This is an optimization exercise on Yosys and OpenROAD, whose aim is small area and a short achievable clock period, not a production implementation.
In this exercise RTL edits were held to simulation tests only and were not proved equivalent to the original.

## flow/design.v (module list and top-level ports; edited modules follow where they fit)
// module des: 474 lines
// module des_sb0: 131 lines
// module des_sb1: 127 lines
// module des_sb2: 118 lines
// module des_sb3: 126 lines
// module des_sb4: 142 lines
// module des_sb5: 145 lines
// module des_sb6: 114 lines
// module des_sb7: 135 lines
module des(
	input wire clk,
	input wire rst,
	input wire [63:0] id,
	input wire [63:0] key,
	input wire invalid,
	output wire [63:0] od,
	output wire outvalid
);
  // ...
==> flow/flow/run.sh <==
#!/bin/bash
# The standard layout, with two changes to synthesis only: ABC maps with an
# area-oriented script (flow/abc_map.script) and full/half adders are not extracted.
# Registers come out of the same dfflibmap step as in the standard synthesis.
set -euo pipefail
W=$PWD
sed -e "s#SYNTH_SCRIPT=[^ ]*#SYNTH_SCRIPT=$W/flow/my_synth.tcl ADDER_MAP_FILE=#" standard.sh > my_standard.sh
export MY_ABC_SCRIPT=$W/flow/abc_map.script
bash my_standard.sh > flow_make.log 2>&1
==> flow/flow/abc_map.script <==
&get -n
&st
&dch
&nf
&put
buffer -c
topo
stime -c
upsize -c
dnsize -c
==> flow/flow/my_synth.tcl <==
# synth_recipe.tcl with ABC's mapping script replaced by $::env(MY_ABC_SCRIPT)
proc synth {args} { yosys synth -nofsm -noshare {*}$args }
proc abc {args} {
  set i [lsearch -exact $args -script]
  if { $i >= 0 && [info exists ::env(MY_ABC_SCRIPT)] } { lset args [expr {$i+1}] $::env(MY_ABC_SCRIPT) }
  yosys abc {*}$args
}
source $::env(SCRIPTS_DIR)/synth.tcl
# left out here: clear keep_hierarchy, flatten, clean up, hide names made inside functions, write 1_2_yosys.v
==> flow/standard.sh <==
#!/bin/bash
# synth_recipe.tcl (not shown) runs the flow's synth.tcl, then flattens the netlist and writes it again
# the make line also repeats each setting of config.mk as NAME=value (left out here)
make -C /OpenROAD-flow-scripts/flow DESIGN_CONFIG=/design/flow/config.mk WORK_HOME=/design/flow/orfs CLKGATE_MAP_FILE= SYNTH_SCRIPT=/design/flow/synth_recipe.tcl "${@:-finish}"
==> flow/config.mk <==
export PLATFORM = sky130hd
export DESIGN_NAME = des
export DESIGN_NICKNAME = des
export VERILOG_FILES = /design/flow/design.v
export SDC_FILE = /design/flow/constraint.sdc
export NUM_CORES = 4
export LEC_CHECK = 0
export CAP_MARGIN = 20
export CORE_MARGIN = 2
export CORE_UTILIZATION = 40
export PLACE_DENSITY = 0.6
export SETUP_SLACK_MARGIN = 1.2
export SLEW_MARGIN = 20
==> flow/constraint.sdc <==
create_clock -name core_clock -period 3.3 [get_ports {clk}]
set_input_delay 0.6600 -clock core_clock [delete_from_list [all_inputs] [get_ports {clk}]]
set_output_delay 0.6600 -clock core_clock [all_outputs]
set_load 0.01 [all_outputs]
==> flow_summary.json, run 1 <==
{
  "clock_sinks": 1872,
  "max_freq_mhz": 411.1,
  "n_all_inverters": 11,
  "cts_setup_buffers": 468,
  "ys_warn_count": 1,
  "firstDrtPassIters": 10,
  "startpoint": "r_s12[4]",
  "synthMuxAreaShare_pct": 0.2820,
  "synthDominantCellAreaShare_pct": 37.70,
  "drive_above_1_share_pct": 41.82,
  "cpMaxStageDelayCell": "dfxtp_4",
  "placed_cells": 15860,
  "vias": 105179,
  "drt_iter0_markers": 11866,
  "nFlopsAndLatches": 1872,
  "final_cell_mix": "buf_4 (1,748), nand2_1 (1,126), dfxtp_1 (1,008)",
  "grt_pass1_wl_mm": 603.8,
  "rsz0062_at_grt": "yes",
  "whs_path_depth": 1,
  "regToRegStartpoint": "r_s12[4]",
  "grt_max_degree": 17,
  "postCtsHoldBufs": 0,
  "seq_area_mm2": 0.03950,
  "start_kind": "register",
  "grt_pass1_vias": 96612,
  "hold_viol": 0,
  "netlist_top_cells_area": "dfxtp_1 (38%), xnor2_1 (12%), xor2_1 (7.7%)",
  "clk_path_buf_depth": 3,
  "routed_wl_mm": 434.0,
  "holdPathEnd": "l_s1[4]",
  "finalSetupTns_ps": 0,
  "coreArea_mm2": 0.2480,
  "gr-usage-all-layers_pct": 31.13,
  "syn2layout_area_growth_pct": 57.80,
  "hpwlAfterDp_mm": 309.4,
  "topRoutingLayerUsed": "met5",
  "start_util_pct": 40.08,
  "status": "timing/DRC/antenna clean",
  "final-nonclk-buf-share_pct": 12.70
}
==> run 2, diff against run 1 <==
--- a/flow/config.mk
+++ b/flow/config.mk
@@ -10,4 +10,4 @@
 export CORE_UTILIZATION = 40
 export PLACE_DENSITY = 0.6
-export SETUP_SLACK_MARGIN = 1.2
+export SETUP_SLACK_MARGIN = 0.6
 export SLEW_MARGIN = 20
==> run 2 against run 1 <==
Against the previous run: still clean on timing, DRC and antenna; utilization shrank 15 points; sequential share of layout area is 6.0 points higher; design area down 23%; area after synthesis unchanged; final cell count shrank 7.1%; first-iteration DRC count down 13%; hold slack improved by 210 ps; clock-buffer cell count grew 13; largest cell class unchanged; highest routed layer is now met4.
==> flow_summary.json, run 2 <==
{
  "hold_slack_ps": 238.3,
  "setup_violations": 0,
  "fill_cells": 23386,
  "ant_nets": 0,
  "hold_viol": 0,
  "firstDrtPassIters": 8,
  "num_io_pins": 196,
  "grt_overflow_total": 0,
  "netlist_instances": 11693,
  "final_cell_area_mm2": 0.1207,
  "synthDominantCellAreaShare_pct": 37.70,
  "globalplace.congestion": 0.9936,
  "coreArea_mm2": 0.2480,
  "rows": 183,
  "netlist_area_mm2": 0.09940,
  "clk_pin_slew_worst_paths_ps": 60,
  "cts_made_buffers": 205,
  "clk_path_buf_depth": 3,
  "path_max_fanout": 9,
  "drt-wirelength-per-cell_um": 24.11,
  "finalSetupTns_ps": 0,
  "grt_max_degree": 17,
  "critical_path_arrival_ps": 3440,
  "start_kind": "register",
  "grt_pass1_vias": 90581,
  "critPathKind": "register to register",
  "gr-usage-all-layers_pct": 29.93,
  "syn_avg_cell_area_um2": 8.500,
  "nets": 12979,
  "status": "timing/DRC/antenna clean",
  "syn2layout_area_growth_pct": 21.42,
  "clock_sinks": 1872,
  "drv_cap": 0,
  "drt_iter0_markers": 10283,
  "end_kind": "register",
  "synth_edf_count": 0,
  "rsz0062_at_grt": "yes",
  "synthFlopType": "dfxtp_1",
  "slew_headroom_pct": 23.54,
  "routed_wl_mm": 394.2,
  "drc_errors": 0,
  "worstPathRequired_ps": 4020,
  "grt_pass1_wl_mm": 574.1,
  "chipWidth_um": 502.5,
  "htree_levels": 4,
  "vias": 95273,
  "ys_top_cells_by_count": "dfxtp_1 (1,872), xnor2_1 (1,365), nand2_1 (1,270)",
  "finClkSkew_ps": 25.48,
  "placed_cells": 15963,
  "hpwlAfterDp_mm": 319.5,
  "yosysSeqAreaShare_pct": 37.70,
  "synth_most_common_cell": "dfxtp_1",
  "die_area_mm2": 0.2525,
  "fin_crit_sh_pct": 82.39,
  "async_reset_ff_share_pct": 0,
  "finalMaxSlewViolations": 0,
  "final_cell_mix": "dfxtp_1 (1,766), nand2_1 (1,270), xnor2_1 (1,260)",
  "vias_per_cell": 5.826,
  "fp.dieH_um": 502.5,
  "max_freq_mhz": 367.8,
  "clk-insertion-delay-late_ps": 870,
  "place_area_mm2": 0.1115,
  "tightest_slew_ps": 1139,
  "final_common_cell": "dfxtp_1",
  "ctsRootBufferMaster": "clkbuf_16",
  "port_buffers": 187,
  "start_util_pct": 40.08,
  "grt_antenna_before_repair": 0,
  "drive_above_1_share_pct": 12.67,
  "ys_ff_latch": 1872,
  "ys_warn_count": 1,
  "hp-class": "primary input to register",
  "fin_crit_ps": 2719,
  "yosysTopAreaCell": "dfxtp_1",
  "final_cell_count_no_fill": 16354,
  "postCtsHoldBufs": 0,
  "fin_util_pct": 48.67,
  "synth_nets": 11824,
  "synth_cell_type_count": 78,
  "netlist_top_cells_area": "dfxtp_1 (38%), xnor2_1 (12%), xor2_1 (7.7%)",
  "cts_tree": "built",
  "reg2reg_slack_ps": 580
}
-- run 2: cell count changes in the layout (fill, tap and decap cells not counted), moves of 279 or more --
cell and change:
xnor2_1 +635, dfxtp_1 +758, xor2_4 -279, xor2_1 +363
buf_4 -887, dfxtp_4 -376, xnor2_4 -416, dfxtp_2 -382
-- run 2: timing repair --
action,4_1_cts,5_1_grt
setup buffers,0,8
endpoints found under the setup margin,65,162
pin swaps,0,5
gates resized for setup,72,263
-- run 2: stage by stage --
step,worst slack [ps]
after floorplan,830.8
after global placement,9.278
after detailed placement,13.03
after CTS,498.6
after global routing,538.8
final,581.1
-- run 2: cell type report --
class	count	area, µm²	share of cell area, %
Antenna cell	2	5.005	0.004147
Clock buffer	272	5773	4.783
Clock inverter	109	1415	1.173
Inverter	11	41.29	0.03421
Multi-Input combinational cell	9710	63340	52.48
Sequential cell	1872	37610	31.17
Tap cell	3330	4167	3.452
Timing Repair Buffer	1048	8335	6.907
-- run 2: critical path, stage by stage, from the launching register on --
cell      delay [ps]
dfxtp_2          530
xnor2_1          110
buf_4            180
nor2_1           350
a21oi_1          110
o211ai_1         410
o31ai_1          170
a221oi_1         580
xnor2_1          130
-- run 2: cells by family after synthesis --
| group | count (synthesis) | share of synthesized area [%] |
|---|---|---|
| multiplexers | 28 | 0.2820 |
| AO/OA/AOI/OAI | 3551 | 22.92 |
| AND/OR/NAND/NOR | 3773 | 16.71 |
| XOR/XNOR | 2358 | 21.97 |
| flip-flops | 1872 | 37.70 |
| buffers and inverters | 111 | 0.4230 |
-- run 2: final timing paths --
kind | start | to | cells after the start
hold / removal | key[21] | k_s1[18] | 1
setup reg to reg | r_s4[15] | r_s5[24] | 8
hold reg to reg | k_s12[33] | k_s13[33] | 0
setup / recovery | r_s4[15] | r_s5[24] | 8
-- run 2: per-layer routing --
metal	track usage (%)	routed length (µm)	vias up
met3	3.322	19660	1270
li1	-	-	45163
met5	0	0	-
met1	29.80	133200	43927
met2	51.18	186400	4913
met4	34.79	54950	0
==> run 3, diff against run 2 <==
==> flow/flow/abc_map.script (replaced) <==
&get -n
&st
&dch -f
&nf -R 1000
&put
topo
stime -c
buffer -c
upsize -c
dnsize -c
--- a/flow/config.mk
+++ b/flow/config.mk
@@ -8,6 +8,6 @@
 export CAP_MARGIN = 20
 export CORE_MARGIN = 2
-export CORE_UTILIZATION = 40
-export PLACE_DENSITY = 0.6
-export SETUP_SLACK_MARGIN = 0.6
+export CORE_UTILIZATION = 50
+export PLACE_DENSITY = 0.65
+export SETUP_SLACK_MARGIN = 0.8
 export SLEW_MARGIN = 20
==> run 3 against run 2 <==
Against the previous run: via count is 1.9% higher; critical path depth is the same; worst setup slack better by 70 ps; hold slack better by 0.73 ps.
==> flow_summary.json, run 3 <==
{
  "grt_overflow_total": 0,
  "drv_cap": 0,
  "drive_above_1_share_pct": 16.29,
  "firstDrtPassIters": 9,
  "cpMaxStageDelayCell": "nand4_1",
  "netlist_area_mm2": 0.09767,
  "critical_path.cell_chain": "xnor2_4 -> xnor2_2 -> o21ai_0 -> o211ai_1 -> o21ai_1 -> o32ai_2 -> nand4_1 -> xor2_1",
  "ctsRootBufferMaster": "clkbuf_16",
  "max_stage_delay_ps": 510,
  "status": "timing/DRC/antenna clean",
  "ys_warn_count": 1,
  "grt_max_degree": 17,
  "die_area_mm2": 0.1989,
  "fin_util_pct": 62.11,
  "nets": 12942,
  "chipWidth_um": 446.0,
  "synth_edf_count": 0,
  "hpwlAfterDp_mm": 290.2,
  "clock_sinks": 1872,
  "fp.dieH_um": 446.0,
  "hp-class": "primary input to register",
  "final_cell_mix": "dfxtp_1 (1,598), nor2_1 (1,511), nand2_1 (1,352)",
  "place_area_mm2": 0.1074,
  "cts_made_buffers": 197,
  "syn_avg_cell_area_um2": 8.278,
  "async_reset_ff_share_pct": 0,
  "end_kind": "register",
  "critical_path_arrival_ps": 3380,
  "slew_headroom_pct": 37.66,
  "rows": 162,
  "yosysTopAreaCell": "dfxtp_1",
  "path_max_fanout": 7,
  "vias": 97056,
  "syn2layout_area_growth_pct": 23.74,
  "htree_levels": 4,
  "coreArea_mm2": 0.1946,
  "clk-insertion-delay-late_ps": 880,
  "synthFlopType": "dfxtp_1",
  "yosysSeqAreaShare_pct": 38.37,
  "globalplace.congestion": 1.028,
  "final_common_cell": "dfxtp_1",
  "cts_tree": "built",
  "setup_violations": 0,
  "finalSetupTns_ps": 0,
  "clk_path_buf_depth": 3,
  "drt_iter0_markers": 11826,
  "worstPathRequired_ps": 4030,
  "synth_cell_type_count": 73,
  "startpoint": "r_s5[20]",
  "ys_ff_latch": 1872,
  "finalMaxSlewViolations": 0,
  "grt_pass1_vias": 90212,
  "max_freq_mhz": 377.5,
  "ys_top_cells_by_count": "dfxtp_1 (1,872), nor2_1 (1,548), nand2_1 (1,362)",
  "regToRegStartpoint": "r_s5[20]",
  "num_io_pins": 196,
  "netlist_top_cells_area": "dfxtp_1 (38%), xnor2_1 (11%), xor2_1 (8.5%)",
  "routed_wl_mm": 369.8,
  "fin_crit_ps": 2649,
  "start_util_pct": 50.19,
  "netlist_instances": 11799,
  "grt_antenna_before_repair": 3,
  "fill_cells": 16337,
  "critPathKind": "register to register",
  "drt-wirelength-per-cell_um": 23.83,
  "path_buf_inv": 0,
  "gr-usage-all-layers_pct": 35.52,
  "fin_crit_sh_pct": 80.27,
  "holdCritStartpoint": "key[52]",
  "start_kind": "register",
  "synth_nets": 11930,
  "tightest_slew_ps": 928.4,
  "port_buffers": 187,
  "final_cell_area_mm2": 0.1209,
  "ant_nets": 0,
  "rsz0062_at_grt": "yes",
  "vias_per_cell": 6.253,
  "synthDominantCellAreaShare_pct": 38.37,
  "synth_most_common_cell": "dfxtp_1",
  "grt_pass1_wl_mm": 546.7,
  "clk_pin_slew_worst_paths_ps": 60,
  "finClkSkew_ps": 33.12,
  "hold_viol": 0,
  "postCtsHoldBufs": 0,
  "cpLargestDelayFamily": "XOR/XNOR gates",
  "drc_errors": 0
}
## run 3: cell count changes after synthesis, sizes merged, moves of 48 or more
cell / previous run / this run
a221oi: 93 / 40
or3: 55 / 7
nand2: 1270 / 1362
xnor2: 1382 / 1331
a21oi: 932 / 1110
o21a: 60 / 1
o211ai: 245 / 162
nor2: 1225 / 1548
## run 3: metrics by stage
stage                     setup slack, ps  std cells  hold WS [ps]
after floorplan                     847.5      11799         309.6
after global placement              96.88      15099         309.7
after detailed placement            106.4      15099         312.1
after CTS                           577.8      15465         188.7
after global routing                620.4      15517         220.5
final                               650.9      15521         239.0
## run 3: per-layer routing
metal  GRT usage, %  vias to the layer above  share of wire, %
met1          35.63                    44360                33
met2          60.19                     6195                47
met5        0.04884                        -            0.0032
met3          4.471                     1638               6.3
met4          40.80                        2                14
li1               -                    44861                 -
## run 3: worst reg2reg max path: stages, from the launching register on
cell and delay (ps):
dfxtp_4 400, xnor2_4 330, xnor2_2 220, o21ai_0 160
o211ai_1 130, o21ai_1 130, o32ai_2 300, nand4_1 510
xor2_1 340
## run 3: worst paths after layout
kind | end | slack [ps] | cells after the start
min reg2reg | k_s6[18] | 310 | 0
max reg2reg | r_s6[12] | 650 | 8
max | r_s6[12] | 650 | 8
min | k_s1[45] | 240 | 1
## run 3: cell families (layout without fill, tap and decap cells)
logic type      count (synthesis)  after routing  synth area share (%)
buf+inv                       109           1285                0.4189
simple gates                 3968           3968                 17.13
mux                             3              3               0.03075
compound gates               3566           3566                 23.03
xor+xnor                     2281           2281                 21.01
other cells                     0              4                     0
flops                        1872           1872                 38.37
## run 3: layout make-up
type                            instances  area [µm²]  share of cell area (%)
Antenna cell                            4       10.01                0.008283
Multi-Input combinational cell       9818       65460                   54.17
Sequential cell                      1872       37960                   31.41
Timing Repair Buffer                  908        7305                   6.044
Clock inverter                        106        1400                   1.159
Inverter                               14       52.55                 0.04348
Tap cell                             2542        3181                   2.632
Clock buffer                          257        5487                   4.540
## run 3: timing repair
action	CTS	global route
pin swaps	4	69
setup buffers	3	52
endpoints found under the hold margin	0	0
gates resized for setup	318	817
endpoints found under the setup margin	233	335

==> afterwards: timing with drivers on the ports <==
No port has a modelled driver above. Below, the same layouts with a new extraction and two added sets of constraints.
Step 1 assumes that a clkbuf_16 drives the clock port and a buf_2 every other input.
Step 2 adds t to the input delays and takes it off the output delays; t is the mean of the earliest and latest rising clock arrival at the registers after step 1. Input paths then give back, and output paths get back, about the clock's delay inside the block.
Slacks: ideal ports / drivers / drivers and shift; pairs: ideal ports / drivers.
run	t, ns	setup slack, ns	hold slack, ns	worst setup path after step 2	cell pins on the clock port's net
run 1	0.970	0.868 / 0.868 / 0.399	0.025 / -0.053 / 0.318	input to register	1
run 2	0.960	0.581 / 0.581 / -0.008	0.238 / 0.161 / 0.324	input to register	1
run 3	0.957	0.651 / 0.651 / 0.096	0.239 / 0.169 / 0.312	input to register	1
With both steps, setup timing fails in run 2, where it was met with ideal ports. The setup slack of run 2, which loses most, moves by 0.000 ns with the drivers and by -0.589 ns with both steps.
